Source: an optimization exercise on an open RTL-to-GDS flow (aim: small area). Production flows keep margins and buffers that such runs may drop. In this exercise RTL edits were held to simulation tests only and were not proved equivalent to the original. Power is estimated from default activity; no workload was simulated.

## v23
## timer_top
module timer_top (
input wire sys_clk,
input wire sys_rst_n,
input wire dbg_mode,
input wire [11:0] tim_paddr,
input wire tim_psel,
input wire tim_penable,
input wire tim_pwrite,
input wire [31:0] tim_pwdata,
input wire [3:0] tim_pstrb,
output reg [31:0] tim_prdata,
output wire tim_pready,
output wire tim_pslverr,
output wire tim_int
);
reg rst_q;    
reg rdy;
always @(posedge sys_clk or negedge sys_rst_n)
	if (!sys_rst_n) rdy <= 1'b0;
	else            rdy <= tim_psel & tim_penable & ~rdy;
wire wr = rdy & tim_pwrite;
wire rd = rdy & ~tim_pwrite;
assign tim_pready = rdy;
wire       a_ok = (tim_paddr[11:5] == 7'd0) && (tim_paddr[1:0] == 2'd0);
wire [2:0] ai   = tim_paddr[4:2];
wire [31:0] d   = tim_pwdata;
wire [3:0]  s   = tim_pstrb;
wire tcr_w   = wr & a_ok & (ai == 3'd0);
wire tdr0_w  = wr & a_ok & (ai == 3'd1);
wire tdr1_w  = wr & a_ok & (ai == 3'd2);
wire tcmp0_w = wr & a_ok & (ai == 3'd3);
wire tcmp1_w = wr & a_ok & (ai == 3'd4);
wire tier_w  = wr & a_ok & (ai == 3'd5) & s[0];
wire tisr_w  = wr & a_ok & (ai == 3'd6) & s[0];
wire thcsr_w = wr & a_ok & (ai == 3'd7) & s[0];
reg       timer_en, div_en, int_en, int_st, halt_req, halt_ack;
reg [3:0] div_val;
wire [3:0] pdv    = d[11:8];
wire       pdv_bad = pdv[3] & (pdv[2:0] != 3'd0);
wire       dv_same = (pdv == div_val);
wire te_clr = tcr_w & ( ((s[1:0] == 2'b11) && (d == 32'h0))
			| (s[0] && timer_en && !div_en && (d[1:0] == 2'b00) && dv_same)
			| (s[0] && timer_en &&  div_en && (d[1:0] == 2'b10) && dv_same) );
wire te_keep = (s[1] & (pdv_bad | timer_en)) | (timer_en & (d[1] ^ div_en));
wire te_nxt  = te_clr ? 1'b0 : ((tcr_w & s[0]) ? (te_keep ? timer_en : d[0]) : timer_en);
wire de_nxt = (tcr_w & s[0] & ~timer_en) ? ((pdv_bad & s[1]) ? div_en : d[1]) : div_en;
wire [3:0] dv_nxt = (tcr_w & s[1] & ~timer_en & ~pdv_bad) ? pdv : div_val;
  ...
Size in the first run: roughly 870 cells after synthesis, about 150 flip-flops, about 89 I/O pins, about 8000 um2 of cells after synthesis.
clock: 5.5 ns
lec_check: 0
cap_margin: 20
core_margin: 2
core_utilization: 50
slew_margin: 20
synth_hierarchical: 1
standard.sh (not shown) runs the stock make flow with config.mk's settings and CLKGATE_MAP_FILE= SYNTH_SCRIPT=/design/flow/synth_recipe.tcl, a recipe that flattens the netlist after the stock synthesis.
==> flow/flow/run.sh <==
#!/bin/bash
# The standard ORFS layout, with:
#  - port buffers of sky130_fd_sc_hd__buf_1
#  - clock tree of clkbuf_8, without dummy loads
#  - the standard flow's synthesis script, with only ABC's mapping script replaced by flow/abc.script
set -o pipefail
here=$(pwd)
export BUFFER_PORTS_ARGS="-buffer_cell sky130_fd_sc_hd__buf_1"
export CTS_ARGS="-sink_clustering_enable -repair_clock_nets -dont_use_dummy_load -buf_list sky130_fd_sc_hd__clkbuf_8"
{
  echo "proc abc {args} {"
  echo "  set i [lsearch -exact \$args -script]"
  echo "  if {\$i >= 0} { lset args [expr {\$i + 1}] $here/flow/abc.script }"
  echo "  yosys abc {*}\$args"
  echo "}"
  cat synth_recipe.tcl
} > my_synth.tcl
sed "s#SYNTH_SCRIPT=[^ ]*#SYNTH_SCRIPT=$here/my_synth.tcl#" standard.sh > my_standard.sh
bash my_standard.sh > standard.log 2>&1
==> flow/flow/abc.script <==
strash
dch
&get -n
&st
&dch
&nf
&put
v23 ended with every stage complete and zero timing, DRC or antenna violations.
### v23 -> v22
-- flow/config.mk --
<<< v23, line 10
export CORE_UTILIZATION = 50
>>> v22, line 10
export CORE_UTILIZATION = 40
[summary]
Comparing v23 and v22, the higher arrival time of the worst setup path is on v22. | aggregate routed wire length | v22 vs v23 | 0.57% higher |. Relative to v23, proportion of cell area occupied by multi-input gates has gone down in v22. Of v23 and v22, the run reporting the lower setup slack was v22. Total placed instance area was lower in the run labelled v23. Power after layout delta (v23 -> v22): insignificant. Number of buffers inserted to repair setup after CTS ends up lower on v22. [diff] pre-CTS worst setup slack, v22 relative to v23: improvement.
Edits applied to the flow inputs when going from v22 to v5:
-- flow/config.mk --
<<< v22, line 8
export CAP_MARGIN = 20
>>> v5, line 8
export CAP_MARGIN = 0
<<< v22, line 11
export SLEW_MARGIN = 20
>>> v5, line 11
export GPL_TIMING_DRIVEN = 0
export SLEW_MARGIN = 0
[summary]
Post-synthesis cell type count: v22 vs v5 identical. v5: flow complete, layout not clean; failing: negative setup slack. Relative to v22, routed length on met1 increased by 1.3% in v5. Fmax: v5 below v22. v22 has lower clock network fraction of total power than v5.
Relative to v5, the following input files were edited for v54:
-- flow/config.mk --
<<< v5, line 11
export GPL_TIMING_DRIVEN = 0
>>> v54, line 11
[summary]
- Clock share of power: v54 < v5
- Of v54 and v5, only v5 fails to finish with a clean layout.
- Summary of v54 over v5: post-route total power decreased 0.000011 W, via count of the first global-routing pass decreased 78, sum of met2 wire segment lengths after detailed routing increased 4.9%.
- Changes observed in v54 relative to v5: maximum vdd ir drop went down by 4.0%; total cell area at the placement stage went up by 0.68%; sequential share of layout area went up by 0.45 points.

[separate check: timing with driven ports]
Ports are ideal in the flow. The routed layouts listed here were re-timed in OpenROAD. Step 1: set_driving_cell puts a clkbuf_16 on sys_clk and a buf_2 on each other input, an assumption about the parent block. Step 2, shift: input delay + t, output delay - t, t = (earliest + latest rising clock arrival at the registers) / 2. This alone moves slack from input paths to output paths. a / b / c = ideal ports / drivers / drivers and shift; a / b = the first two.
run | t, ns | setup slack, ns | worst setup path after step 2
v23 | 0.487 | 0.125 / 0.085 / 0.535 | input to output
v22 | 0.484 | 0.097 / 0.060 / 0.544 | register to output
v5 | 0.496 | -0.314 / -0.352 / 0.145 | register to output
v54 | 0.484 | 0.097 / 0.060 / 0.544 | register to output
